Source: an optimization exercise on an open RTL-to-GDS flow (aim: small area, a short achievable clock period and few clock cycles per item). Production flows keep margins and buffers that such runs may drop.
Function was not checked in any run shown here: the RTL went through the layout flow alone.

[flow/design.v]
module geofence (clk, reset, X, Y, valid, is_inside);
input clk;
input reset;
input [9:0] X;
input [9:0] Y;
output valid;
output is_inside;
reg  [3:0] cnt;       
reg  [9:0] px, py;
reg  [9:0] dmx, dmy, rmx, rmy, lmx, lmy;    
reg  [11:0] dmx3, dmy3;                     
reg        dsx, dsy, rsx, rsy, lsx, lsy;    
reg        in_flag;
wire [10:0] ex = {1'b0, X} - {1'b0, px};
wire [10:0] ey = {1'b0, Y} - {1'b0, py};
wire [9:0]  fx = px - X;
wire [9:0]  fy = py - Y;
wire        nx = ex[10], ny = ey[10];
wire        zx = (X == px), zy = (Y == py);
wire [9:0]  mx = nx ? fx : ex[9:0];
wire [9:0]  my = ny ? fy : ey[9:0];
always @(posedge clk) begin
    dmx <= mx;
    dmy <= my;
    dmx3 <= {2'b00, mx} + {1'b0, mx, 1'b0};
    dmy3 <= {2'b00, my} + {1'b0, my, 1'b0};
    dsx <= nx | (zx & ny);
    dsy <= ny | (zy & ~nx);
end
wire tie = ~dsy;
wire pa, ql;
cross_pos u_a (.usx(rsx), .umx(rmx), .usy(rsy), .umy(rmy),
               .wsx(dsx), .wmx(dmx), .wsy(dsy), .wmy(dmy),
               .wmx3(dmx3), .wmy3(dmy3), .tie(tie), .pos(pa));
cross_pos u_b (.usx(lsx), .umx(lmx), .usy(lsy), .umy(lmy),
               .wsx(dsx), .wmx(dmx), .wsy(dsy), .wmy(dmy),
               .wmx3(dmx3), .wmy3(dmy3), .tie(tie), .pos(ql));
wire pb = ~ql;        
always @(posedge clk or posedge reset) begin
    if (reset)            cnt <= 4'd0;
    else if (cnt[3])      cnt <= 4'd0;
    else                  cnt <= cnt + 4'd1;
end
wire first = (cnt == 4'd2);
always @(posedge clk) begin
    if (cnt == 4'd0) begin
        px <= X;
        py <= Y;
    end
    if (first || (!pa && pb)) begin
        rmx <= dmx; rsx <= dsx; rmy <= dmy; rsy <= dsy;
    end
    if (first || (pa && !pb)) begin
        lmx <= dmx; lsx <= dsx; lmy <= dmy; lsy <= dsy;
    end
    if (first)                          in_flag <= 1'b0;
    else if (!pa && !pb)               in_flag <= 1'b1;
end
assign valid = cnt[3];
assign is_inside = in_flag;
endmodule
module cross_pos (usx, umx, usy, umy, wsx, wmx, wsy, wmy, wmx3, wmy3, tie, pos);
input usx, usy, wsx, wsy, tie;
input [9:0] umx, umy, wmx, wmy;
input [11:0] wmx3, wmy3;    
output pos;
wire sa = usx ^ wsy;    
wire sb = usy ^ wsx;    
wire t = tie ^ sa;      
wire ge;                
wire s1_1;
wire s2_2;
wire s3_3;
wire y4;
wire p5;
wire y6;
wire p7;
wire y8;
wire p9;
wire y10;
wire p11;
wire y12;
wire p13;
wire y14;
wire p15;
wire y16;
wire p17;
wire y18;
wire p19;
wire y20;
wire p21;
wire y22;
wire p23;
wire y24;
wire p25;
wire y26;
wire p27;
wire s1_28;
wire s2_29;
wire s3_30;
wire y31;
wire p32;
wire y33;
wire p34;
wire y35;
wire p36;
wire y37;
wire p38;
wire y39;
wire p40;
wire y41;
wire p42;
wire y43;
wire p44;
wire y45;
wire p46;
wire y47;
wire p48;
wire y49;
wire p50;
wire y51;
wire p52;
wire y53;
wire p54;
wire s1_55;
wire s2_56;
wire s3_57;
wire y58;
wire p59;
wire y60;
wire p61;
wire y62;
wire p63;
wire y64;
wire p65;
wire y66;
wire p67;
wire y68;
wire p69;
wire y70;
wire p71;
wire y72;
wire p73;
wire y74;
wire p75;
wire y76;
wire p77;
wire y78;
wire p79;
wire y80;
wire p81;
wire s1_82;
wire s2_83;
wire s3_84;
wire y85;
wire p86;
wire y87;
wire p88;
wire y89;
wire p90;
wire y91;
wire p92;
wire y93;
wire p94;
wire y95;
wire p96;
wire y97;
wire p98;
wire y99;
wire p100;
wire y101;
wire p102;
wire y103;
wire p104;
wire y105;
wire p106;
wire y107;
wire p108;
wire s1_109;
wire s2_110;
wire s3_111;
wire y112;
wire p113;
wire y114;
wire p115;
wire y116;
wire p117;
wire y118;
wire p119;
wire y120;
wire p121;
wire y122;
wire p123;
wire y124;
wire p125;
wire y126;
wire p127;
wire y128;
wire p129;
wire y130;
wire p131;
wire y132;
wire p133;
wire y134;
wire p135;
wire s1_136;
wire s2_137;
wire s3_138;
wire y139;
wire y140;
wire y141;
wire y142;
wire y143;
wire y144;
wire y145;
wire y146;
wire y147;
wire y148;
wire y149;
wire y150;
wire s1_151;
wire s2_152;
wire s3_153;
wire y154;
wire y155;
wire y156;
wire y157;
wire y158;
wire y159;
wire y160;
wire y161;
wire y162;
wire y163;
wire y164;
wire y165;
wire s1_166;
wire s2_167;
wire s3_168;
wire y169;
wire y170;
wire y171;
wire y172;
wire y173;
wire y174;
wire y175;
wire y176;
wire y177;
wire y178;
wire y179;
wire y180;
wire s1_181;
wire s2_182;
wire s3_183;
wire y184;
wire y185;
wire y186;
wire y187;
wire y188;
wire y189;
wire y190;
wire y191;
wire y192;
wire y193;
wire y194;
wire y195;
wire s1_196;
wire s2_197;
wire s3_198;
wire y199;
wire y200;
wire y201;
wire y202;
wire y203;
wire y204;
wire y205;
wire y206;
wire y207;
wire y208;
wire y209;
wire y210;
wire s211;
wire c212;
wire s213;
wire c214;
wire s215;
wire c216;
wire s217;
wire c218;
wire s219;
wire c220;
wire s221;
wire c222;
wire s223;
wire c224;
wire s225;
wire c226;
wire s227;
wire c228;
wire s229;
wire c230;
wire s231;
wire c232;
wire s233;
wire c234;
wire s235;
wire c236;
wire s237;
wire c238;
wire s239;
wire c240;
wire s241;
wire c242;
wire s243;
wire c244;
wire s245;
wire c246;
wire s247;
wire c248;
wire s249;
wire c250;
wire s251;
wire c252;
wire s253;
wire c254;
wire s255;
wire c256;
wire s257;
wire c258;
wire s259;
wire c260;
wire s261;
wire c262;
wire s263;
wire c264;
wire s265;
wire c266;
wire s267;
wire c268;
wire s269;
wire c270;
wire s271;
wire c272;
wire s273;
wire c274;
wire s275;
wire c276;
wire s277;
wire c278;
wire s279;
wire c280;
wire s281;
wire c282;
wire s283;
wire c284;
wire s285;
wire c286;
wire s287;
wire c288;
wire s289;
wire c290;
wire s291;
wire c292;
wire s293;
wire c294;
wire s295;
wire c296;
wire s297;
wire c298;
wire s299;
wire c300;
wire s301;
wire c302;
wire s303;
wire c304;
wire s305;
wire c306;
wire s307;
wire c308;
wire s309;
wire c310;
wire s311;
wire c312;
wire s313;
wire c314;
wire s315;
wire c316;
wire s317;
wire c318;
wire s319;
wire c320;
wire s321;
wire c322;
wire s323;
wire c324;
wire s325;
wire c326;
wire s327;
wire c328;
wire s329;
wire c330;
wire s331;
wire c332;
wire s333;
wire c334;
wire s335;
wire c336;
wire s337;
wire c338;
wire s339;
wire c340;
wire s341;
wire c342;
wire s343;
wire c344;
wire s345;
wire c346;
wire s347;
wire c348;
wire s349;
wire c350;
wire s351;
wire c352;
wire s353;
wire c354;
wire s355;
wire c356;
wire s357;
wire c358;
wire s359;
wire c360;
wire s361;
wire c362;
wire s363;
wire c364;
wire s365;
wire c366;
wire s367;
wire c368;
wire s369;
wire c370;
wire s371;
wire c372;
wire s373;
wire c374;
wire s375;
wire c376;
wire s377;
wire c378;
wire s379;
wire c380;
wire s381;
wire c382;
wire s383;
wire c384;
wire s385;
wire c386;
wire s387;
wire c388;
wire s389;
wire c390;
wire s391;
wire c392;
wire s393;
wire c394;
wire s395;
wire c396;
wire s397;
wire c398;
wire s399;
wire c400;
wire s401;
wire c402;
wire s403;
wire c404;
wire s405;
wire c406;
wire s407;
wire c408;
wire s409;
wire c410;
wire s411;
wire c412;
wire s413;
wire c414;
wire g415;
wire q416;
wire g417;
wire q418;
wire g419;
wire q420;
wire g421;
wire q422;
wire g423;
wire q424;
wire g425;
wire q426;
wire g427;
wire q428;
wire g429;
wire q430;
wire g431;
wire q432;
wire g433;
wire q434;
wire g435;
wire q436;
wire g437;
wire q438;
wire g439;
wire q440;
wire g441;
wire q442;
wire g443;
wire q444;
wire g445;
wire q446;
wire g447;
wire q448;
wire g449;
wire q450;
wire g451;
wire q452;
wire g453;
wire q454;
wire g455;
wire q456;
wire g457;
wire q458;
wire g459;
wire q460;
wire g461;
wire q462;
wire g463;
wire q464;
wire g465;
wire q466;
wire g467;
wire q468;
wire g469;
wire q470;
wire g471;
wire q472;
wire g473;
wire q474;
wire g475;
wire q476;
wire g477;
wire q478;
wire g479;
wire q480;
wire g481;
wire q482;
wire g483;
wire q484;
wire g485;
wire q486;
wire g487;
wire q488;
wire g489;
wire q490;
wire g491;
wire q492;
wire g493;
wire q494;
wire g495;
wire q496;
assign s1_1 = ~umx[1] & umx[0];
assign s2_2 = umx[1] & ~umx[0];
assign s3_3 = umx[1] & umx[0];
assign y4 = ~((s1_1 & wmy[0]) | (s3_3 & wmy3[0]));
assign p5 = ~y4;
pp3_cell uy6 (.a1(s1_1), .a2(wmy[1]), .b1(s2_2), .b2(wmy[0]), .c1(s3_3), .c2(wmy3[1]), .y(y6));
assign p7 = ~y6;
pp3_cell uy8 (.a1(s1_1), .a2(wmy[2]), .b1(s2_2), .b2(wmy[1]), .c1(s3_3), .c2(wmy3[2]), .y(y8));
assign p9 = ~y8;
pp3_cell uy10 (.a1(s1_1), .a2(wmy[3]), .b1(s2_2), .b2(wmy[2]), .c1(s3_3), .c2(wmy3[3]), .y(y10));
assign p11 = ~y10;
pp3_cell uy12 (.a1(s1_1), .a2(wmy[4]), .b1(s2_2), .b2(wmy[3]), .c1(s3_3), .c2(wmy3[4]), .y(y12));
assign p13 = ~y12;
pp3_cell uy14 (.a1(s1_1), .a2(wmy[5]), .b1(s2_2), .b2(wmy[4]), .c1(s3_3), .c2(wmy3[5]), .y(y14));
assign p15 = ~y14;
pp3_cell uy16 (.a1(s1_1), .a2(wmy[6]), .b1(s2_2), .b2(wmy[5]), .c1(s3_3), .c2(wmy3[6]), .y(y16));
assign p17 = ~y16;
pp3_cell uy18 (.a1(s1_1), .a2(wmy[7]), .b1(s2_2), .b2(wmy[6]), .c1(s3_3), .c2(wmy3[7]), .y(y18));
assign p19 = ~y18;
pp3_cell uy20 (.a1(s1_1), .a2(wmy[8]), .b1(s2_2), .b2(wmy[7]), .c1(s3_3), .c2(wmy3[8]), .y(y20));
assign p21 = ~y20;
pp3_cell uy22 (.a1(s1_1), .a2(wmy[9]), .b1(s2_2), .b2(wmy[8]), .c1(s3_3), .c2(wmy3[9]), .y(y22));
assign p23 = ~y22;
assign y24 = ~((s2_2 & wmy[9]) | (s3_3 & wmy3[10]));
assign p25 = ~y24;
assign y26 = ~((s3_3 & wmy3[11]));
assign p27 = ~y26;
assign s1_28 = ~umx[3] & umx[2];
assign s2_29 = umx[3] & ~umx[2];
assign s3_30 = umx[3] & umx[2];
assign y31 = ~((s1_28 & wmy[0]) | (s3_30 & wmy3[0]));
assign p32 = ~y31;
pp3_cell uy33 (.a1(s1_28), .a2(wmy[1]), .b1(s2_29), .b2(wmy[0]), .c1(s3_30), .c2(wmy3[1]), .y(y33));
assign p34 = ~y33;
pp3_cell uy35 (.a1(s1_28), .a2(wmy[2]), .b1(s2_29), .b2(wmy[1]), .c1(s3_30), .c2(wmy3[2]), .y(y35));
assign p36 = ~y35;
pp3_cell uy37 (.a1(s1_28), .a2(wmy[3]), .b1(s2_29), .b2(wmy[2]), .c1(s3_30), .c2(wmy3[3]), .y(y37));
assign p38 = ~y37;
pp3_cell uy39 (.a1(s1_28), .a2(wmy[4]), .b1(s2_29), .b2(wmy[3]), .c1(s3_30), .c2(wmy3[4]), .y(y39));
assign p40 = ~y39;
pp3_cell uy41 (.a1(s1_28), .a2(wmy[5]), .b1(s2_29), .b2(wmy[4]), .c1(s3_30), .c2(wmy3[5]), .y(y41));
assign p42 = ~y41;
pp3_cell uy43 (.a1(s1_28), .a2(wmy[6]), .b1(s2_29), .b2(wmy[5]), .c1(s3_30), .c2(wmy3[6]), .y(y43));
assign p44 = ~y43;
pp3_cell uy45 (.a1(s1_28), .a2(wmy[7]), .b1(s2_29), .b2(wmy[6]), .c1(s3_30), .c2(wmy3[7]), .y(y45));
assign p46 = ~y45;
pp3_cell uy47 (.a1(s1_28), .a2(wmy[8]), .b1(s2_29), .b2(wmy[7]), .c1(s3_30), .c2(wmy3[8]), .y(y47));
assign p48 = ~y47;
pp3_cell uy49 (.a1(s1_28), .a2(wmy[9]), .b1(s2_29), .b2(wmy[8]), .c1(s3_30), .c2(wmy3[9]), .y(y49));
assign p50 = ~y49;
assign y51 = ~((s2_29 & wmy[9]) | (s3_30 & wmy3[10]));
assign p52 = ~y51;
assign y53 = ~((s3_30 & wmy3[11]));
assign p54 = ~y53;
assign s1_55 = ~umx[5] & umx[4];
assign s2_56 = umx[5] & ~umx[4];
assign s3_57 = umx[5] & umx[4];
assign y58 = ~((s1_55 & wmy[0]) | (s3_57 & wmy3[0]));
assign p59 = ~y58;
pp3_cell uy60 (.a1(s1_55), .a2(wmy[1]), .b1(s2_56), .b2(wmy[0]), .c1(s3_57), .c2(wmy3[1]), .y(y60));
assign p61 = ~y60;
pp3_cell uy62 (.a1(s1_55), .a2(wmy[2]), .b1(s2_56), .b2(wmy[1]), .c1(s3_57), .c2(wmy3[2]), .y(y62));
assign p63 = ~y62;
pp3_cell uy64 (.a1(s1_55), .a2(wmy[3]), .b1(s2_56), .b2(wmy[2]), .c1(s3_57), .c2(wmy3[3]), .y(y64));
assign p65 = ~y64;
pp3_cell uy66 (.a1(s1_55), .a2(wmy[4]), .b1(s2_56), .b2(wmy[3]), .c1(s3_57), .c2(wmy3[4]), .y(y66));
assign p67 = ~y66;
pp3_cell uy68 (.a1(s1_55), .a2(wmy[5]), .b1(s2_56), .b2(wmy[4]), .c1(s3_57), .c2(wmy3[5]), .y(y68));
assign p69 = ~y68;
pp3_cell uy70 (.a1(s1_55), .a2(wmy[6]), .b1(s2_56), .b2(wmy[5]), .c1(s3_57), .c2(wmy3[6]), .y(y70));
assign p71 = ~y70;
pp3_cell uy72 (.a1(s1_55), .a2(wmy[7]), .b1(s2_56), .b2(wmy[6]), .c1(s3_57), .c2(wmy3[7]), .y(y72));
assign p73 = ~y72;
pp3_cell uy74 (.a1(s1_55), .a2(wmy[8]), .b1(s2_56), .b2(wmy[7]), .c1(s3_57), .c2(wmy3[8]), .y(y74));
assign p75 = ~y74;
pp3_cell uy76 (.a1(s1_55), .a2(wmy[9]), .b1(s2_56), .b2(wmy[8]), .c1(s3_57), .c2(wmy3[9]), .y(y76));
assign p77 = ~y76;
assign y78 = ~((s2_56 & wmy[9]) | (s3_57 & wmy3[10]));
assign p79 = ~y78;
assign y80 = ~((s3_57 & wmy3[11]));
assign p81 = ~y80;
assign s1_82 = ~umx[7] & umx[6];
assign s2_83 = umx[7] & ~umx[6];
assign s3_84 = umx[7] & umx[6];
assign y85 = ~((s1_82 & wmy[0]) | (s3_84 & wmy3[0]));
assign p86 = ~y85;
pp3_cell uy87 (.a1(s1_82), .a2(wmy[1]), .b1(s2_83), .b2(wmy[0]), .c1(s3_84), .c2(wmy3[1]), .y(y87));
assign p88 = ~y87;
pp3_cell uy89 (.a1(s1_82), .a2(wmy[2]), .b1(s2_83), .b2(wmy[1]), .c1(s3_84), .c2(wmy3[2]), .y(y89));
assign p90 = ~y89;
pp3_cell uy91 (.a1(s1_82), .a2(wmy[3]), .b1(s2_83), .b2(wmy[2]), .c1(s3_84), .c2(wmy3[3]), .y(y91));
assign p92 = ~y91;
pp3_cell uy93 (.a1(s1_82), .a2(wmy[4]), .b1(s2_83), .b2(wmy[3]), .c1(s3_84), .c2(wmy3[4]), .y(y93));
assign p94 = ~y93;
pp3_cell uy95 (.a1(s1_82), .a2(wmy[5]), .b1(s2_83), .b2(wmy[4]), .c1(s3_84), .c2(wmy3[5]), .y(y95));
assign p96 = ~y95;
pp3_cell uy97 (.a1(s1_82), .a2(wmy[6]), .b1(s2_83), .b2(wmy[5]), .c1(s3_84), .c2(wmy3[6]), .y(y97));
assign p98 = ~y97;
pp3_cell uy99 (.a1(s1_82), .a2(wmy[7]), .b1(s2_83), .b2(wmy[6]), .c1(s3_84), .c2(wmy3[7]), .y(y99));
assign p100 = ~y99;
pp3_cell uy101 (.a1(s1_82), .a2(wmy[8]), .b1(s2_83), .b2(wmy[7]), .c1(s3_84), .c2(wmy3[8]), .y(y101));
assign p102 = ~y101;
pp3_cell uy103 (.a1(s1_82), .a2(wmy[9]), .b1(s2_83), .b2(wmy[8]), .c1(s3_84), .c2(wmy3[9]), .y(y103));
assign p104 = ~y103;
assign y105 = ~((s2_83 & wmy[9]) | (s3_84 & wmy3[10]));
assign p106 = ~y105;
assign y107 = ~((s3_84 & wmy3[11]));
assign p108 = ~y107;
assign s1_109 = ~umx[9] & umx[8];
assign s2_110 = umx[9] & ~umx[8];
assign s3_111 = umx[9] & umx[8];
assign y112 = ~((s1_109 & wmy[0]) | (s3_111 & wmy3[0]));
assign p113 = ~y112;
pp3_cell uy114 (.a1(s1_109), .a2(wmy[1]), .b1(s2_110), .b2(wmy[0]), .c1(s3_111), .c2(wmy3[1]), .y(y114));
assign p115 = ~y114;
pp3_cell uy116 (.a1(s1_109), .a2(wmy[2]), .b1(s2_110), .b2(wmy[1]), .c1(s3_111), .c2(wmy3[2]), .y(y116));
assign p117 = ~y116;
pp3_cell uy118 (.a1(s1_109), .a2(wmy[3]), .b1(s2_110), .b2(wmy[2]), .c1(s3_111), .c2(wmy3[3]), .y(y118));
assign p119 = ~y118;
pp3_cell uy120 (.a1(s1_109), .a2(wmy[4]), .b1(s2_110), .b2(wmy[3]), .c1(s3_111), .c2(wmy3[4]), .y(y120));
assign p121 = ~y120;
pp3_cell uy122 (.a1(s1_109), .a2(wmy[5]), .b1(s2_110), .b2(wmy[4]), .c1(s3_111), .c2(wmy3[5]), .y(y122));
assign p123 = ~y122;
pp3_cell uy124 (.a1(s1_109), .a2(wmy[6]), .b1(s2_110), .b2(wmy[5]), .c1(s3_111), .c2(wmy3[6]), .y(y124));
assign p125 = ~y124;
pp3_cell uy126 (.a1(s1_109), .a2(wmy[7]), .b1(s2_110), .b2(wmy[6]), .c1(s3_111), .c2(wmy3[7]), .y(y126));
assign p127 = ~y126;
pp3_cell uy128 (.a1(s1_109), .a2(wmy[8]), .b1(s2_110), .b2(wmy[7]), .c1(s3_111), .c2(wmy3[8]), .y(y128));
assign p129 = ~y128;
pp3_cell uy130 (.a1(s1_109), .a2(wmy[9]), .b1(s2_110), .b2(wmy[8]), .c1(s3_111), .c2(wmy3[9]), .y(y130));
assign p131 = ~y130;
assign y132 = ~((s2_110 & wmy[9]) | (s3_111 & wmy3[10]));
assign p133 = ~y132;
assign y134 = ~((s3_111 & wmy3[11]));
assign p135 = ~y134;
assign s1_136 = ~umy[1] & umy[0];
assign s2_137 = umy[1] & ~umy[0];
assign s3_138 = umy[1] & umy[0];
assign y139 = ~((s1_136 & wmx[0]) | (s3_138 & wmx3[0]));
pp3_cell uy140 (.a1(s1_136), .a2(wmx[1]), .b1(s2_137), .b2(wmx[0]), .c1(s3_138), .c2(wmx3[1]), .y(y140));
pp3_cell uy141 (.a1(s1_136), .a2(wmx[2]), .b1(s2_137), .b2(wmx[1]), .c1(s3_138), .c2(wmx3[2]), .y(y141));
pp3_cell uy142 (.a1(s1_136), .a2(wmx[3]), .b1(s2_137), .b2(wmx[2]), .c1(s3_138), .c2(wmx3[3]), .y(y142));
pp3_cell uy143 (.a1(s1_136), .a2(wmx[4]), .b1(s2_137), .b2(wmx[3]), .c1(s3_138), .c2(wmx3[4]), .y(y143));
pp3_cell uy144 (.a1(s1_136), .a2(wmx[5]), .b1(s2_137), .b2(wmx[4]), .c1(s3_138), .c2(wmx3[5]), .y(y144));
pp3_cell uy145 (.a1(s1_136), .a2(wmx[6]), .b1(s2_137), .b2(wmx[5]), .c1(s3_138), .c2(wmx3[6]), .y(y145));
pp3_cell uy146 (.a1(s1_136), .a2(wmx[7]), .b1(s2_137), .b2(wmx[6]), .c1(s3_138), .c2(wmx3[7]), .y(y146));
pp3_cell uy147 (.a1(s1_136), .a2(wmx[8]), .b1(s2_137), .b2(wmx[7]), .c1(s3_138), .c2(wmx3[8]), .y(y147));
pp3_cell uy148 (.a1(s1_136), .a2(wmx[9]), .b1(s2_137), .b2(wmx[8]), .c1(s3_138), .c2(wmx3[9]), .y(y148));
assign y149 = ~((s2_137 & wmx[9]) | (s3_138 & wmx3[10]));
assign y150 = ~((s3_138 & wmx3[11]));
assign s1_151 = ~umy[3] & umy[2];
assign s2_152 = umy[3] & ~umy[2];
assign s3_153 = umy[3] & umy[2];
assign y154 = ~((s1_151 & wmx[0]) | (s3_153 & wmx3[0]));
pp3_cell uy155 (.a1(s1_151), .a2(wmx[1]), .b1(s2_152), .b2(wmx[0]), .c1(s3_153), .c2(wmx3[1]), .y(y155));
pp3_cell uy156 (.a1(s1_151), .a2(wmx[2]), .b1(s2_152), .b2(wmx[1]), .c1(s3_153), .c2(wmx3[2]), .y(y156));
pp3_cell uy157 (.a1(s1_151), .a2(wmx[3]), .b1(s2_152), .b2(wmx[2]), .c1(s3_153), .c2(wmx3[3]), .y(y157));
pp3_cell uy158 (.a1(s1_151), .a2(wmx[4]), .b1(s2_152), .b2(wmx[3]), .c1(s3_153), .c2(wmx3[4]), .y(y158));
pp3_cell uy159 (.a1(s1_151), .a2(wmx[5]), .b1(s2_152), .b2(wmx[4]), .c1(s3_153), .c2(wmx3[5]), .y(y159));
pp3_cell uy160 (.a1(s1_151), .a2(wmx[6]), .b1(s2_152), .b2(wmx[5]), .c1(s3_153), .c2(wmx3[6]), .y(y160));
pp3_cell uy161 (.a1(s1_151), .a2(wmx[7]), .b1(s2_152), .b2(wmx[6]), .c1(s3_153), .c2(wmx3[7]), .y(y161));
pp3_cell uy162 (.a1(s1_151), .a2(wmx[8]), .b1(s2_152), .b2(wmx[7]), .c1(s3_153), .c2(wmx3[8]), .y(y162));
pp3_cell uy163 (.a1(s1_151), .a2(wmx[9]), .b1(s2_152), .b2(wmx[8]), .c1(s3_153), .c2(wmx3[9]), .y(y163));
assign y164 = ~((s2_152 & wmx[9]) | (s3_153 & wmx3[10]));
assign y165 = ~((s3_153 & wmx3[11]));
assign s1_166 = ~umy[5] & umy[4];
assign s2_167 = umy[5] & ~umy[4];
assign s3_168 = umy[5] & umy[4];
assign y169 = ~((s1_166 & wmx[0]) | (s3_168 & wmx3[0]));
pp3_cell uy170 (.a1(s1_166), .a2(wmx[1]), .b1(s2_167), .b2(wmx[0]), .c1(s3_168), .c2(wmx3[1]), .y(y170));
pp3_cell uy171 (.a1(s1_166), .a2(wmx[2]), .b1(s2_167), .b2(wmx[1]), .c1(s3_168), .c2(wmx3[2]), .y(y171));
pp3_cell uy172 (.a1(s1_166), .a2(wmx[3]), .b1(s2_167), .b2(wmx[2]), .c1(s3_168), .c2(wmx3[3]), .y(y172));
pp3_cell uy173 (.a1(s1_166), .a2(wmx[4]), .b1(s2_167), .b2(wmx[3]), .c1(s3_168), .c2(wmx3[4]), .y(y173));
pp3_cell uy174 (.a1(s1_166), .a2(wmx[5]), .b1(s2_167), .b2(wmx[4]), .c1(s3_168), .c2(wmx3[5]), .y(y174));
pp3_cell uy175 (.a1(s1_166), .a2(wmx[6]), .b1(s2_167), .b2(wmx[5]), .c1(s3_168), .c2(wmx3[6]), .y(y175));
pp3_cell uy176 (.a1(s1_166), .a2(wmx[7]), .b1(s2_167), .b2(wmx[6]), .c1(s3_168), .c2(wmx3[7]), .y(y176));
pp3_cell uy177 (.a1(s1_166), .a2(wmx[8]), .b1(s2_167), .b2(wmx[7]), .c1(s3_168), .c2(wmx3[8]), .y(y177));
pp3_cell uy178 (.a1(s1_166), .a2(wmx[9]), .b1(s2_167), .b2(wmx[8]), .c1(s3_168), .c2(wmx3[9]), .y(y178));
assign y179 = ~((s2_167 & wmx[9]) | (s3_168 & wmx3[10]));
assign y180 = ~((s3_168 & wmx3[11]));
assign s1_181 = ~umy[7] & umy[6];
assign s2_182 = umy[7] & ~umy[6];
assign s3_183 = umy[7] & umy[6];
assign y184 = ~((s1_181 & wmx[0]) | (s3_183 & wmx3[0]));
pp3_cell uy185 (.a1(s1_181), .a2(wmx[1]), .b1(s2_182), .b2(wmx[0]), .c1(s3_183), .c2(wmx3[1]), .y(y185));
pp3_cell uy186 (.a1(s1_181), .a2(wmx[2]), .b1(s2_182), .b2(wmx[1]), .c1(s3_183), .c2(wmx3[2]), .y(y186));
pp3_cell uy187 (.a1(s1_181), .a2(wmx[3]), .b1(s2_182), .b2(wmx[2]), .c1(s3_183), .c2(wmx3[3]), .y(y187));
pp3_cell uy188 (.a1(s1_181), .a2(wmx[4]), .b1(s2_182), .b2(wmx[3]), .c1(s3_183), .c2(wmx3[4]), .y(y188));
pp3_cell uy189 (.a1(s1_181), .a2(wmx[5]), .b1(s2_182), .b2(wmx[4]), .c1(s3_183), .c2(wmx3[5]), .y(y189));
pp3_cell uy190 (.a1(s1_181), .a2(wmx[6]), .b1(s2_182), .b2(wmx[5]), .c1(s3_183), .c2(wmx3[6]), .y(y190));
pp3_cell uy191 (.a1(s1_181), .a2(wmx[7]), .b1(s2_182), .b2(wmx[6]), .c1(s3_183), .c2(wmx3[7]), .y(y191));
pp3_cell uy192 (.a1(s1_181), .a2(wmx[8]), .b1(s2_182), .b2(wmx[7]), .c1(s3_183), .c2(wmx3[8]), .y(y192));
pp3_cell uy193 (.a1(s1_181), .a2(wmx[9]), .b1(s2_182), .b2(wmx[8]), .c1(s3_183), .c2(wmx3[9]), .y(y193));
assign y194 = ~((s2_182 & wmx[9]) | (s3_183 & wmx3[10]));
assign y195 = ~((s3_183 & wmx3[11]));
assign s1_196 = ~umy[9] & umy[8];
assign s2_197 = umy[9] & ~umy[8];
assign s3_198 = umy[9] & umy[8];
assign y199 = ~((s1_196 & wmx[0]) | (s3_198 & wmx3[0]));
pp3_cell uy200 (.a1(s1_196), .a2(wmx[1]), .b1(s2_197), .b2(wmx[0]), .c1(s3_198), .c2(wmx3[1]), .y(y200));
pp3_cell uy201 (.a1(s1_196), .a2(wmx[2]), .b1(s2_197), .b2(wmx[1]), .c1(s3_198), .c2(wmx3[2]), .y(y201));
pp3_cell uy202 (.a1(s1_196), .a2(wmx[3]), .b1(s2_197), .b2(wmx[2]), .c1(s3_198), .c2(wmx3[3]), .y(y202));
pp3_cell uy203 (.a1(s1_196), .a2(wmx[4]), .b1(s2_197), .b2(wmx[3]), .c1(s3_198), .c2(wmx3[4]), .y(y203));
pp3_cell uy204 (.a1(s1_196), .a2(wmx[5]), .b1(s2_197), .b2(wmx[4]), .c1(s3_198), .c2(wmx3[5]), .y(y204));
pp3_cell uy205 (.a1(s1_196), .a2(wmx[6]), .b1(s2_197), .b2(wmx[5]), .c1(s3_198), .c2(wmx3[6]), .y(y205));
pp3_cell uy206 (.a1(s1_196), .a2(wmx[7]), .b1(s2_197), .b2(wmx[6]), .c1(s3_198), .c2(wmx3[7]), .y(y206));
pp3_cell uy207 (.a1(s1_196), .a2(wmx[8]), .b1(s2_197), .b2(wmx[7]), .c1(s3_198), .c2(wmx3[8]), .y(y207));
pp3_cell uy208 (.a1(s1_196), .a2(wmx[9]), .b1(s2_197), .b2(wmx[8]), .c1(s3_198), .c2(wmx3[9]), .y(y208));
assign y209 = ~((s2_197 & wmx[9]) | (s3_198 & wmx3[10]));
assign y210 = ~((s3_198 & wmx3[11]));
fa_cell us211 (.a(1'b1), .b(p113), .c(p21), .s(s211), .co(c212));
fa_cell us213 (.a(p115), .b(p23), .c(p46), .s(s213), .co(c214));
fa_cell us215 (.a(p117), .b(p25), .c(p48), .s(s215), .co(c216));
fa_cell us217 (.a(p119), .b(p27), .c(p50), .s(s217), .co(c218));
assign s219 = 1'b1 ^ p121;
assign c220 = 1'b1 & p121;
assign s221 = 1'b1 ^ p100;
assign c222 = 1'b1 & p100;
assign s223 = 1'b1 ^ p13;
assign c224 = 1'b1 & p13;
assign s225 = p15 ^ p38;
assign c226 = p15 & p38;
fa_cell us227 (.a(1'b1), .b(p17), .c(p40), .s(s227), .co(c228));
fa_cell us229 (.a(p63), .b(p86), .c(y145), .s(s229), .co(c230));
fa_cell us231 (.a(p19), .b(p42), .c(p65), .s(s231), .co(c232));
fa_cell us233 (.a(p88), .b(y146), .c(y159), .s(s233), .co(c234));
fa_cell us235 (.a(p44), .b(p67), .c(p90), .s(s235), .co(c236));
fa_cell us237 (.a(y147), .b(y160), .c(y173), .s(s237), .co(c238));
assign s239 = y186 ^ y199;
assign c240 = y186 & y199;
fa_cell us241 (.a(p69), .b(p92), .c(y148), .s(s241), .co(c242));
fa_cell us243 (.a(y161), .b(y174), .c(y187), .s(s243), .co(c244));
fa_cell us245 (.a(y200), .b(c212), .c(s213), .s(s245), .co(c246));
fa_cell us247 (.a(p71), .b(p94), .c(y149), .s(s247), .co(c248));
fa_cell us249 (.a(y162), .b(y175), .c(y188), .s(s249), .co(c250));
fa_cell us251 (.a(y201), .b(c214), .c(s215), .s(s251), .co(c252));
fa_cell us253 (.a(p73), .b(p96), .c(y150), .s(s253), .co(c254));
fa_cell us255 (.a(y163), .b(y176), .c(y189), .s(s255), .co(c256));
fa_cell us257 (.a(y202), .b(c216), .c(s217), .s(s257), .co(c258));
fa_cell us259 (.a(p52), .b(p75), .c(p98), .s(s259), .co(c260));
fa_cell us261 (.a(y164), .b(y177), .c(y190), .s(s261), .co(c262));
fa_cell us263 (.a(y203), .b(s219), .c(c218), .s(s263), .co(c264));
fa_cell us265 (.a(p123), .b(p54), .c(p77), .s(s265), .co(c266));
fa_cell us267 (.a(y165), .b(y178), .c(y191), .s(s267), .co(c268));
fa_cell us269 (.a(y204), .b(c220), .c(s221), .s(s269), .co(c270));
fa_cell us271 (.a(p102), .b(p125), .c(p79), .s(s271), .co(c272));
fa_cell us273 (.a(y179), .b(y192), .c(y205), .s(s273), .co(c274));
fa_cell us275 (.a(1'b1), .b(p104), .c(p127), .s(s275), .co(c276));
assign s277 = p81 ^ y180;
assign c278 = p81 & y180;
assign s279 = 1'b1 ^ p32;
assign c280 = 1'b1 & p32;
assign s281 = p11 ^ p34;
assign c282 = p11 & p34;
fa_cell us283 (.a(p36), .b(p59), .c(y143), .s(s283), .co(c284));
assign s285 = y156 ^ y169;
assign c286 = y156 & y169;
fa_cell us287 (.a(p61), .b(y144), .c(y157), .s(s287), .co(c288));
fa_cell us289 (.a(y170), .b(c224), .c(s225), .s(s289), .co(c290));
fa_cell us291 (.a(y158), .b(y171), .c(y184), .s(s291), .co(c292));
fa_cell us293 (.a(c226), .b(s227), .c(s229), .s(s293), .co(c294));
fa_cell us295 (.a(y172), .b(y185), .c(c228), .s(s295), .co(c296));
fa_cell us297 (.a(c230), .b(s231), .c(s233), .s(s297), .co(c298));
fa_cell us299 (.a(s239), .b(c232), .c(c234), .s(s299), .co(c300));
fa_cell us301 (.a(s211), .b(s235), .c(s237), .s(s301), .co(c302));
fa_cell us303 (.a(c240), .b(c236), .c(c238), .s(s303), .co(c304));
fa_cell us305 (.a(s241), .b(s243), .c(s245), .s(s305), .co(c306));
fa_cell us307 (.a(c242), .b(c244), .c(s247), .s(s307), .co(c308));
fa_cell us309 (.a(s249), .b(c246), .c(s251), .s(s309), .co(c310));
fa_cell us311 (.a(c248), .b(c250), .c(s253), .s(s311), .co(c312));
fa_cell us313 (.a(s255), .b(c252), .c(s257), .s(s313), .co(c314));
fa_cell us315 (.a(c254), .b(c256), .c(s259), .s(s315), .co(c316));
fa_cell us317 (.a(s261), .b(c258), .c(s263), .s(s317), .co(c318));
fa_cell us319 (.a(c260), .b(c262), .c(s265), .s(s319), .co(c320));
fa_cell us321 (.a(s267), .b(s269), .c(c264), .s(s321), .co(c322));
fa_cell us323 (.a(c222), .b(c266), .c(c268), .s(s323), .co(c324));
fa_cell us325 (.a(s271), .b(s273), .c(c270), .s(s325), .co(c326));
fa_cell us327 (.a(y193), .b(y206), .c(s277), .s(s327), .co(c328));
fa_cell us329 (.a(c272), .b(c274), .c(s275), .s(s329), .co(c330));
fa_cell us331 (.a(p106), .b(p129), .c(y194), .s(s331), .co(c332));
fa_cell us333 (.a(y207), .b(c278), .c(c276), .s(s333), .co(c334));
fa_cell us335 (.a(1'b1), .b(p108), .c(p131), .s(s335), .co(c336));
assign s337 = y195 ^ y208;
assign c338 = y195 & y208;
assign s339 = p9 ^ y141;
assign c340 = p9 & y141;
fa_cell us341 (.a(y142), .b(y155), .c(c280), .s(s341), .co(c342));
fa_cell us343 (.a(c282), .b(s223), .c(s285), .s(s343), .co(c344));
fa_cell us345 (.a(c286), .b(c284), .c(s287), .s(s345), .co(c346));
fa_cell us347 (.a(c288), .b(s291), .c(c290), .s(s347), .co(c348));
fa_cell us349 (.a(c292), .b(c294), .c(s295), .s(s349), .co(c350));
fa_cell us351 (.a(c296), .b(c298), .c(s299), .s(s351), .co(c352));
fa_cell us353 (.a(c300), .b(c302), .c(s303), .s(s353), .co(c354));
fa_cell us355 (.a(c304), .b(s307), .c(c306), .s(s355), .co(c356));
fa_cell us357 (.a(c308), .b(s311), .c(c310), .s(s357), .co(c358));
fa_cell us359 (.a(c312), .b(s315), .c(c314), .s(s359), .co(c360));
fa_cell us361 (.a(c316), .b(s319), .c(c318), .s(s361), .co(c362));
fa_cell us363 (.a(c320), .b(s323), .c(s325), .s(s363), .co(c364));
fa_cell us365 (.a(s327), .b(c324), .c(s329), .s(s365), .co(c366));
fa_cell us367 (.a(s331), .b(c328), .c(c330), .s(s367), .co(c368));
fa_cell us369 (.a(s337), .b(c332), .c(s335), .s(s369), .co(c370));
fa_cell us371 (.a(p133), .b(y209), .c(c338), .s(s371), .co(c372));
assign s373 = 1'b1 ^ p135;
assign c374 = 1'b1 & p135;
assign s375 = p5 ^ y139;
assign c376 = p5 & y139;
assign s377 = p7 ^ y140;
assign c378 = p7 & y140;
fa_cell us379 (.a(y154), .b(s279), .c(s339), .s(s379), .co(c380));
fa_cell us381 (.a(c340), .b(s281), .c(s341), .s(s381), .co(c382));
fa_cell us383 (.a(s283), .b(c342), .c(s343), .s(s383), .co(c384));
fa_cell us385 (.a(c344), .b(s289), .c(s345), .s(s385), .co(c386));
fa_cell us387 (.a(c346), .b(s293), .c(s347), .s(s387), .co(c388));
fa_cell us389 (.a(s297), .b(c348), .c(s349), .s(s389), .co(c390));
fa_cell us391 (.a(s301), .b(c350), .c(s351), .s(s391), .co(c392));
fa_cell us393 (.a(c352), .b(s353), .c(s305), .s(s393), .co(c394));
fa_cell us395 (.a(c354), .b(s309), .c(s355), .s(s395), .co(c396));
fa_cell us397 (.a(s313), .b(c356), .c(s357), .s(s397), .co(c398));
fa_cell us399 (.a(s317), .b(c358), .c(s359), .s(s399), .co(c400));
fa_cell us401 (.a(s321), .b(c360), .c(s361), .s(s401), .co(c402));
fa_cell us403 (.a(c322), .b(s363), .c(c362), .s(s403), .co(c404));
fa_cell us405 (.a(c326), .b(s365), .c(c364), .s(s405), .co(c406));
fa_cell us407 (.a(s333), .b(c366), .c(s367), .s(s407), .co(c408));
fa_cell us409 (.a(c334), .b(s369), .c(c368), .s(s409), .co(c410));
fa_cell us411 (.a(c336), .b(s371), .c(c370), .s(s411), .co(c412));
fa_cell us413 (.a(y210), .b(s373), .c(c372), .s(s413), .co(c414));
assign g415 = s375 & t;
assign q416 = s375 | t;
assign g417 = c376 & s377;
assign q418 = c376 | s377;
assign g419 = c378 & s379;
assign q420 = c378 | s379;
assign g421 = c380 & s381;
assign q422 = c380 | s381;
assign g423 = c382 & s383;
assign q424 = c382 | s383;
assign g425 = c384 & s385;
assign q426 = c384 | s385;
assign g427 = c386 & s387;
assign q428 = c386 | s387;
assign g429 = c388 & s389;
assign q430 = c388 | s389;
assign g431 = c390 & s391;
assign q432 = c390 | s391;
assign g433 = c392 & s393;
assign q434 = c392 | s393;
assign g435 = c394 & s395;
assign q436 = c394 | s395;
assign g437 = c396 & s397;
assign q438 = c396 | s397;
assign g439 = c398 & s399;
assign q440 = c398 | s399;
assign g441 = s401 & c400;
assign q442 = s401 | c400;
assign g443 = c402 & s403;
assign q444 = c402 | s403;
assign g445 = s405 & c404;
assign q446 = s405 | c404;
assign g447 = s407 & c406;
assign q448 = s407 | c406;
assign g449 = c408 & s409;
assign q450 = c408 | s409;
assign g451 = s411 & c410;
assign q452 = s411 | c410;
assign g453 = s413 & c412;
assign q454 = s413 | c412;
assign g455 = c374 & c414;
assign q456 = c374 | c414;
assign g457 = g417 | (q418 & g415);
assign q458 = q418 & q416;
assign g459 = g421 | (q422 & g419);
assign q460 = q422 & q420;
assign g461 = g425 | (q426 & g423);
assign q462 = q426 & q424;
assign g463 = g429 | (q430 & g427);
assign q464 = q430 & q428;
assign g465 = g433 | (q434 & g431);
assign q466 = q434 & q432;
assign g467 = g437 | (q438 & g435);
assign q468 = q438 & q436;
assign g469 = g441 | (q442 & g439);
assign q470 = q442 & q440;
assign g471 = g445 | (q446 & g443);
assign q472 = q446 & q444;
assign g473 = g449 | (q450 & g447);
assign q474 = q450 & q448;
assign g475 = g453 | (q454 & g451);
assign q476 = q454 & q452;
assign g477 = g459 | (q460 & g457);
assign q478 = q460 & q458;
assign g479 = g463 | (q464 & g461);
assign q480 = q464 & q462;
assign g481 = g467 | (q468 & g465);
assign q482 = q468 & q466;
assign g483 = g471 | (q472 & g469);
assign q484 = q472 & q470;
assign g485 = g475 | (q476 & g473);
assign q486 = q476 & q474;
assign g487 = g479 | (q480 & g477);
assign q488 = q480 & q478;
assign g489 = g483 | (q484 & g481);
assign q490 = q484 & q482;
assign g491 = g455 | (q456 & g485);
assign q492 = q456 & q486;
assign g493 = g489 | (q490 & g487);
assign q494 = q490 & q488;
assign g495 = g491 | (q492 & g493);
assign q496 = q492 & q494;
assign ge = ~(g495 ^ 1'b1);
assign pos = (sa ^ sb) ? ~sa : (ge ^ sa);
endmodule
module pp3_cell (a1, a2, b1, b2, c1, c2, y);
input a1, a2, b1, b2, c1, c2;
output y;
assign y = ~((a1 & a2) | (b1 & b2) | (c1 & c2));
endmodule
module fa_cell (a, b, c, s, co);
input a, b, c;
output s, co;
assign s = a ^ b ^ c;
assign co = (a & b) | (a & c) | (b & c);
endmodule
[flow/flow/run.sh]
#!/bin/bash
set -euo pipefail
bash standard.sh SETUP_SLACK_MARGIN=6.5 finish > standard.log 2>&1
[flow/standard.sh]
#!/bin/bash
# synth_recipe.tcl (not shown) runs the flow's synth.tcl, then flattens the netlist and writes it again
# the make line also repeats each setting of config.mk as NAME=value (left out here)
make -C /OpenROAD-flow-scripts/flow DESIGN_CONFIG=/design/flow/config.mk WORK_HOME=/design/flow/orfs CLKGATE_MAP_FILE= SYNTH_SCRIPT=/design/flow/synth_recipe.tcl "${@:-finish}"
[flow/config.mk]
export PLATFORM = sky130hd
export DESIGN_NAME = geofence
export DESIGN_NICKNAME = geofence
export VERILOG_FILES = /design/flow/design.v
export SDC_FILE = /design/flow/constraint.sdc
export NUM_CORES = 4
export LEC_CHECK = 0
export ABC_CLOCK_PERIOD_IN_PS = 4000
export CAP_MARGIN = 20
export CORE_MARGIN = 2
export CORE_UTILIZATION = 40
export SLEW_MARGIN = 20
export SYNTH_HIERARCHICAL = 1
[flow/constraint.sdc]
create_clock -name core_clock -period 12.0 [get_ports {clk}]
set_input_delay 2.4000 -clock core_clock [delete_from_list [all_inputs] [get_ports {clk}]]
set_output_delay 2.4000 -clock core_clock [all_outputs]
set_load 0.01 [all_outputs]
==> results of run 1 <==
## metal layers
metal  track usage  routed length [um]
met2         0.415               21300
met4         0.118                2440
met1         0.320               16800
met5       0.00137                   0
met3        0.0578                5070
## layout make-up
class | count | share of cell area
clock inverters | 15 | 0.0108
multi-input cells | 949 | 0.650
clock buffers | 17 | 0.0257
flip-flops and latches | 113 | 0.177
inverters | 160 | 0.0364
well taps | 442 | 0.0334
repair buffers | 134 | 0.0666
## registers in the layout, indices dropped and copies added, names as in the netlist, 4 cells and up
name	flops
rmy	10
py	10
px	10
lmy	10
rmx	10
dmx3	12
dmy	9
lmx	10
dmy3	12
dmx	9
cnt	4
## per-stage QoR
step                      cells  setup slack, ns  area [um^2]
final                      1830             6.39        16600
after global routing       1830             6.29        16600
after CTS                  1793             6.50        16000
after detailed placement   1705             5.31        14400
after global placement     1705             5.43        14400
after floorplan            1224             6.35        13500
## cells by family (layout without fill, tap and decap cells)
| group | after synthesis | count (layout) | synth area share |
|---|---|---|---|
| AND/OR/NAND/NOR | 247 | 247 | 0.0957 |
| flip-flops | 113 | 113 | 0.218 |
| AO/OA/AOI/OAI | 333 | 338 | 0.219 |
| buffers and inverters | 167 | 326 | 0.0480 |
| other | 2 | 8 | 0.000561 |
| multiplexers | 53 | 53 | 0.0427 |
| XOR/XNOR | 40 | 40 | 0.0293 |
| adder cells (fa/ha/maj) | 263 | 263 | 0.347 |
## worst max-delay path: stages (launching register included)
cell and delay, ns:
edfxtp_1 0.49, and2_4 0.21, a222oi_1 0.32, inv_1 0.11, fa_1 0.62, fa_1 0.48, fa_2 0.37, fa_1 0.51
fa_1 0.45, o22ai_2 0.18, nor2_2 0.07, a31oi_1 0.20, a21oi_2 0.11, nor3_4 0.42, mux2i_4 0.38, buf_6 0.15
o21bai_2 0.08, buf_12 0.18
## repair_timing
action,CTS,global route
gates resized for setup,134,70
endpoints found under the setup margin,60,53
cloned,5,0
pin swaps,58,68
setup buffers,51,37
## placed cells by master (no fill, tap or decap), types with 6 or more instances in the layout
cell,n
xnor2_1,20
o22ai_1,10
o21ai_0,9
inv_2,6
ha_1,50
nor2_1,42
nor3_1,12
a21oi_1,29
buf_4,101
edfxtp_1,64
nand2_1,60
clkbuf_16,17
mux2_2,23
ha_4,23
a22oi_1,6
nor2b_2,7
mux2i_4,6
nor2b_1,49
a21o_1,13
nor2b_4,6
and2_1,19
conb_1,8
inv_1,153
a21oi_2,7
a222oi_1,182
xor2_1,9
and3_1,9
buf_6,8
fa_2,6
fa_1,175
a31oi_1,9
dfxtp_1,43
mux2i_1,20
nand3_1,7
## worst max-delay path by stage
stage          cells after the start      end  startpoint
2_1_floorplan                     15  dmx3[9]        X[0]
3_3_place_gp                      15  dmx3[9]        X[3]
3_5_place_dp                      15  dmx3[9]        X[3]
4_1_cts                           16  dmx3[9]        X[8]
5_1_grt                           18   rmy[1]      rmx[2]
6_report                          17   rmy[4]      rmx[3]
## modules after synthesis, one instance, submodules excluded
| module | copies in the design | cells inside |
|---|---|---|
| cross_pos | 2 | 186 |
| fa_cell | 176 | 1 |
| geofence | 1 | 490 |
| pp3_cell | 180 | 1 |
==> run notes, run 1 <==
Post-DP HPWL - 29900 um
Main synth FF type - edfxtp_1
Yosys reg bits - 113
Number of synthesized flops with an enable pin - 64
Fill cell count - 2915
Number of global-route vias before repair - 11840
Post-cts hold buffer count - 0
Die H - 187 um
Outcome - finished clean
Core Util, Final - 0.505
YS warnings - 7
Mapped Area - 0.0134 mm^2
Core area - 0.0328 mm^2
Final Net Count - 1656
Worst-path clk slew - 0.07 ns
Setup TNS - 0 ns
Reg area - 0.00293 mm^2
Worst Hold Class - reg -> reg
Largest cells by area after synthesis - fa_1 (27%), edfxtp_1 (14%), a222oi_1 (14%)
Data required, critical path - 12.18 ns
Final setup vio count - 0
Die X - 187 um
DR iter-0 viols - 2932
Port bufs - 23
DRT Pass-1 Iters - 18
GPL Wtd Cong - 0.921
Antenna cell count - 0
FF-to-FF Start - rmx[3]
Reg2Reg Depth - 17
Cell accounting for the most synthesized area - fa_1
Final global-route overflow total - 0
Synth unique cells - 79
Root Driver - clkbuf_16
TritonCTS clock tree - done
Crit Path Category - reg -> reg
Worst rel slew slack - 0.282
Clock Skews - 0.0162 ns
Post-DRT Antenna Nets - 0
Clock sinks - 113
Area delta synth->final - 23.6%
Worst hold start - cnt[0]
Cells after Synth - 1218
Min cycle time layout - 5.61 ns
Syn avg cell area - 11.0 um^2
Critical Path AT - 5.79 ns
Register area share after synthesis - 0.218
H-Tree Depth - 4
Slew Limit Fails - 0
Site row count - 66
# IOs - 24
Crit share post-route - 0.468
Clock buffer count from CTS - 17
Clock buffer depth - 2
Largest net degree at the start of global routing - 33
Final count of hold timing violations - 0
Fmax - 178 MHz
Initial Util - 0.408
Critical path fanouts, max - 22
Clock Latency Late Sink - 0.43 ns
FF-to-FF End - rmy[4]
DRC viols - 0
Post-Route WL - 45600 um
Tot GR Track Use - 0.254
Hold depth - 1
Via Count - 11857
Vias per cell - 6.48
RSZ-0062 raised after global routing - true
Worst hold slack - 0.466 ns
WL/cell - 24.9 um
Synth cell count leaders - a222oi_1 (182), fa_1 (181), inv_1 (159)
Die Footprint - 0.0350 mm^2
Top-count cell post-synth - a222oi_1
R2R Setup Slk - 6.39 ns
Yosys top cell area share - 0.271
WHS Endpoint - cnt[0]
Async SR Flop Fraction - 0.0354
Layout cells sized above 1 - 0.229
Slew at the pin closest to its max-slew limit - 1.08 ns
Critical path startpoint category - flop
Crit. End Element - flop
Initial antenna violation count - 0
Area of the multi-input gates - 0.0108 mm^2
Max Cap Viol - 0
First-pass GRT wire length - 68600 um
==> inputs of run 2 (changes only) <==
==> flow/flow/run.sh (replaced) <==
#!/bin/bash
set -euo pipefail
bash standard.sh SETUP_SLACK_MARGIN=7 finish > standard.log 2>&1
==> run 2 against run 1 <==
Compared with the run above:
- core utilization rose by 2.5 points
- maximum frequency up 2.6%
- setup slack better by 0.14 ns
- via count rose by 0.94%
- sequential share of layout area shrank 0.84 points
- routed wire length shrank 2.2%
- flip-flop and latch count did not move
- still clean on timing, DRC and antenna
==> run notes, run 2 <==
Clock Latency Late Sink - 0.42 ns (was 0.43 ns)
Yosys top cell area share - 0.271 (unchanged)
Layout cells sized above 1 - 0.288 (was 0.229)
Min cycle time layout - 5.47 ns (was 5.61 ns)
Worst path cell trace - nor2b_4, a222oi_1, inv_1, fa_1, fa_1, fa_1, fa_1, fa_1, o22ai_2, nor2_2, o211ai_1, nor3_2, nor3_4, mux2i_4, buf_6, buf_6, o21bai_4, buf_12 (was and2_4, a222oi_1, inv_1, fa_1, fa_1, fa_2, fa_1, fa_1, o22ai_2, nor2_2, a31oi_1, a21oi_2, nor3_4, mux2i_4, buf_6, o21bai_2, buf_12)
Metal-1 WL - 17400 um (was 16800 um)
Critical Path AT - 5.60 ns (was 5.79 ns)
Fmax - 183 MHz (was 178 MHz)
Initial Util - 0.408 (unchanged)
Crit share post-route - 0.456 (was 0.468)
Slew Limit Fails - 0 (unchanged)
Site row count - 66 (unchanged)
DR iter-0 viols - 2640 (was 2932)
Data required, critical path - 12.13 ns (was 12.18 ns)
Synth unique cells - 79 (unchanged)
TritonCTS clock tree - done (unchanged)
Root Driver - clkbuf_16 (unchanged)
Die H - 187 um (unchanged)
Top-count cell post-synth - a222oi_1 (unchanged)
Number of global-route vias before repair - 12232 (was 11840)
H-Tree Depth - 4 (unchanged)
Cell accounting for the most synthesized area - fa_1 (unchanged)
Final Net Count - 1700 (was 1656)
Worst Hold Class - reg -> reg (unchanged)
Fill cell count - 2810 (was 2915)
CP most frequent cell - fa_1 (unchanged)
YS warnings - 7 (unchanged)
Final setup vio count - 0 (unchanged)
Commonest non-fill, non-tap cell in the layout - a222oi_1 (unchanged)
Top routing layer in use - met4 (unchanged)
Clock buffer count from CTS - 17 (unchanged)
WL/cell - 23.8 um (was 24.9 um)
Crit Path Category - reg -> reg (unchanged)
Worst rel slew slack - 0.433 (was 0.282)
Mapped Area - 0.0134 mm^2 (unchanged)
Final setup margin - 6.53 ns (was 6.39 ns)
First-pass GRT wire length - 67200 um (was 68600 um)
Initial antenna violation count - 0 (unchanged)
Worst hold slack - 0.467 ns (was 0.466 ns)
Largest net degree at the start of global routing - 33 (unchanged)
Yosys reg bits - 113 (unchanged)
RSZ-0062 raised after global routing - true (unchanged)
DRC viols - 0 (unchanged)
Largest cells by area after synthesis - fa_1 (27%), edfxtp_1 (14%), a222oi_1 (14%) (unchanged)
Slew at the pin closest to its max-slew limit - 0.846 ns (was 1.08 ns)
Die X - 187 um (unchanged)
Post-Route WL - 44600 um (was 45600 um)
Syn avg cell area - 11.0 um^2 (unchanged)
Clock sinks - 113 (unchanged)
Met2 wire length - 20700 um (was 21300 um)
Post-DP HPWL - 29000 um (was 29900 um)
Vias per cell - 6.39 (was 6.48)
Port bufs - 23 (unchanged)
Tot GR Track Use - 0.247 (was 0.254)
Critical path startpoint category - flop (unchanged)
Placed cell count - 1703 (was 1705)
Outcome - finished clean (unchanged)
Most frequent cells in the layout - a222oi_1 (182), fa_1 (171), inv_1 (148) (was a222oi_1 (182), fa_1 (175), inv_1 (153))
DRT Pass-1 Iters - 17 (was 18)
Max Cap Viol - 0 (unchanged)
Clock Skews - 0.0130 ns (was 0.0162 ns)
Final global-route overflow total - 0 (unchanged)
Area delta synth->final - 29.8% (was 23.6%)
Setup TNS - 0 ns (unchanged)
Main synth FF type - edfxtp_1 (unchanged)
Worst-path clk slew - 0.06 ns (was 0.07 ns)
Register area share after synthesis - 0.218 (unchanged)
Post-DRT Antenna Nets - 0 (unchanged)
Largest regs - dmx3: 12 flops, dmy3: 12 flops (unchanged)
Clock buffer depth - 2 (unchanged)
Largest incremental delay on the critical path - 0.55 ns (was 0.62 ns)
Final std cells w/o fill - 1874 (was 1830)
Final count of hold timing violations - 0 (unchanged)
Slowest cell on crit path - fa_1 (unchanged)
GPL Wtd Cong - 0.888 (was 0.921)
Number of synthesized flops with an enable pin - 64 (unchanged)
Via Count - 11968 (was 11857)
Die Footprint - 0.0350 mm^2 (unchanged)
Critical path fanouts, max - 6 (was 22)
Async SR Flop Fraction - 0.0354 (unchanged)
Pre-CTS setup slack - 5.31 ns (about the same)
Antenna cell count - 0 (unchanged)
# IOs - 24 (unchanged)
Post-cts hold buffer count - 0 (unchanged)
Wire length on met3 - 5020 um (was 5070 um)
Crit. End Element - flop (unchanged)
Synth cell count leaders - a222oi_1 (182), fa_1 (181), inv_1 (159) (unchanged)
Core area - 0.0328 mm^2 (unchanged)
Cells after Synth - 1218 (unchanged)
-- run 2: cell count changes in the layout (fill, tap and decap cells not counted), moves of 5 or more --
cell,change
buf_6,+9
buf_12,+5
ha_1,-6
inv_1,-5
nor2b_1,-6
ha_4,+5
buf_4,+27
-- run 2: per-module statistics from Yosys (local to each module, per instance) --
module	cells	copies in the design
fa_cell	1	176
pp3_cell	1	180
geofence	490	1
cross_pos	186	2
-- run 2: what timing repair did --
| item | in CTS | in global routing |
|---|---|---|
| buffers inserted | 97 | 33 |
| pin swaps | 83 | 43 |
| endpoints found under the hold margin | 0 | 0 |
| resized for setup | 200 | 61 |
| setup endpoints to repair | 71 | 58 |
| cloned | 8 | 0 |
-- run 2: area by class of cell --
type / instances / area, um^2 / share of cell area
clock buffer: 17 / 425 / 0.0245
clock inverter: 15 / 171 / 0.00986
inverter: 160 / 628 / 0.0361
multi-input combinational: 950 / 11100 / 0.639
sequential: 113 / 2930 / 0.168
tap: 442 / 553 / 0.0318
timing repair buffer: 177 / 1570 / 0.0901
-- run 2: path summary, 6_finish.rpt --
| check | slack, ns | endpoint | startpoint | cells past startpoint |
|---|---|---|---|---|
| setup / recovery | 6.53 | rmx[3] | lmx[8] | 18 |
| hold / removal | 0.47 | cnt[0] | cnt[0] | 1 |
| setup reg to reg | 6.53 | rmx[3] | lmx[8] | 18 |
| hold reg to reg | 0.47 | cnt[0] | cnt[0] | 1 |
| max in group asynchronous | 9.70 | cnt[3] | reset | 2 |
| min in group asynchronous | 2.15 | cnt[1] | reset | 2 |
-- run 2: through the flow --
stage	cell area (um^2)	utilization
global placement	14600	0.444
floorplan	13700	-
finish	17400	0.530
CTS	16800	0.513
detailed placement	14600	0.444
global route	17400	0.530
-- run 2: cells by family after synthesis --
logic type               count (synthesis)  share of synthesized area
AND/OR/NAND/NOR                        247                     0.0957
buffers and inverters                  167                     0.0480
other                                    2                   0.000561
AO/OA/AOI/OAI                          333                      0.219
multiplexers                            53                     0.0427
adder cells (fa/ha/maj)                263                      0.347
flip-flops                             113                      0.218
XOR/XNOR                                40                     0.0293
-- run 2: worst max-delay path: cells and delay by family (launching register included) --
kind,cells,cell delay (ns)
fa+ha+maj,5,2.38
compound gates,4,0.84
simple gates,4,0.75
buf+inv,4,0.52
flops,1,0.47
mux,1,0.21
-- run 2: per-layer routing --
metal | track usage | vias to the layer above
li1 | - | 5165
met1 | 0.316 | 5893
met2 | 0.400 | 811
met3 | 0.0681 | 99
met4 | 0.0904 | 0
met5 | 0.00137 | -

## afterwards: timing with drivers on the ports
The flow's constraints put no driver on any port. The routed layouts listed below were extracted and timed again, unchanged, in two steps.
Step 1 assumes that a clkbuf_16 drives the clock port and a buf_2 every other input.
Step 2 also shifts input and output timing later by t, the mid clock arrival at the registers, as if the neighbouring blocks saw the same clock.
Three values: no drivers, after step 1, after step 2; two values: the first two.
| run | shift t [ns] | setup slack, ns | latest minus earliest clock arrival (ns) | slew at the worst register clock pin (ns) | cell pins on the clock port's net |
|---|---|---|---|---|---|
| run 1 | 0.471 | 6.389 / 6.389 / 6.070 | 0.016 / 0.016 | 0.07 / 0.07 | 1 |
| run 2 | 0.467 | 6.533 / 6.533 / 6.125 | 0.014 / 0.014 | 0.06 / 0.06 | 1 |
After both steps setup and hold are still met in every run listed. The setup slack of run 2, which loses most, moves by 0.000 ns with the drivers and by -0.408 ns with both steps.
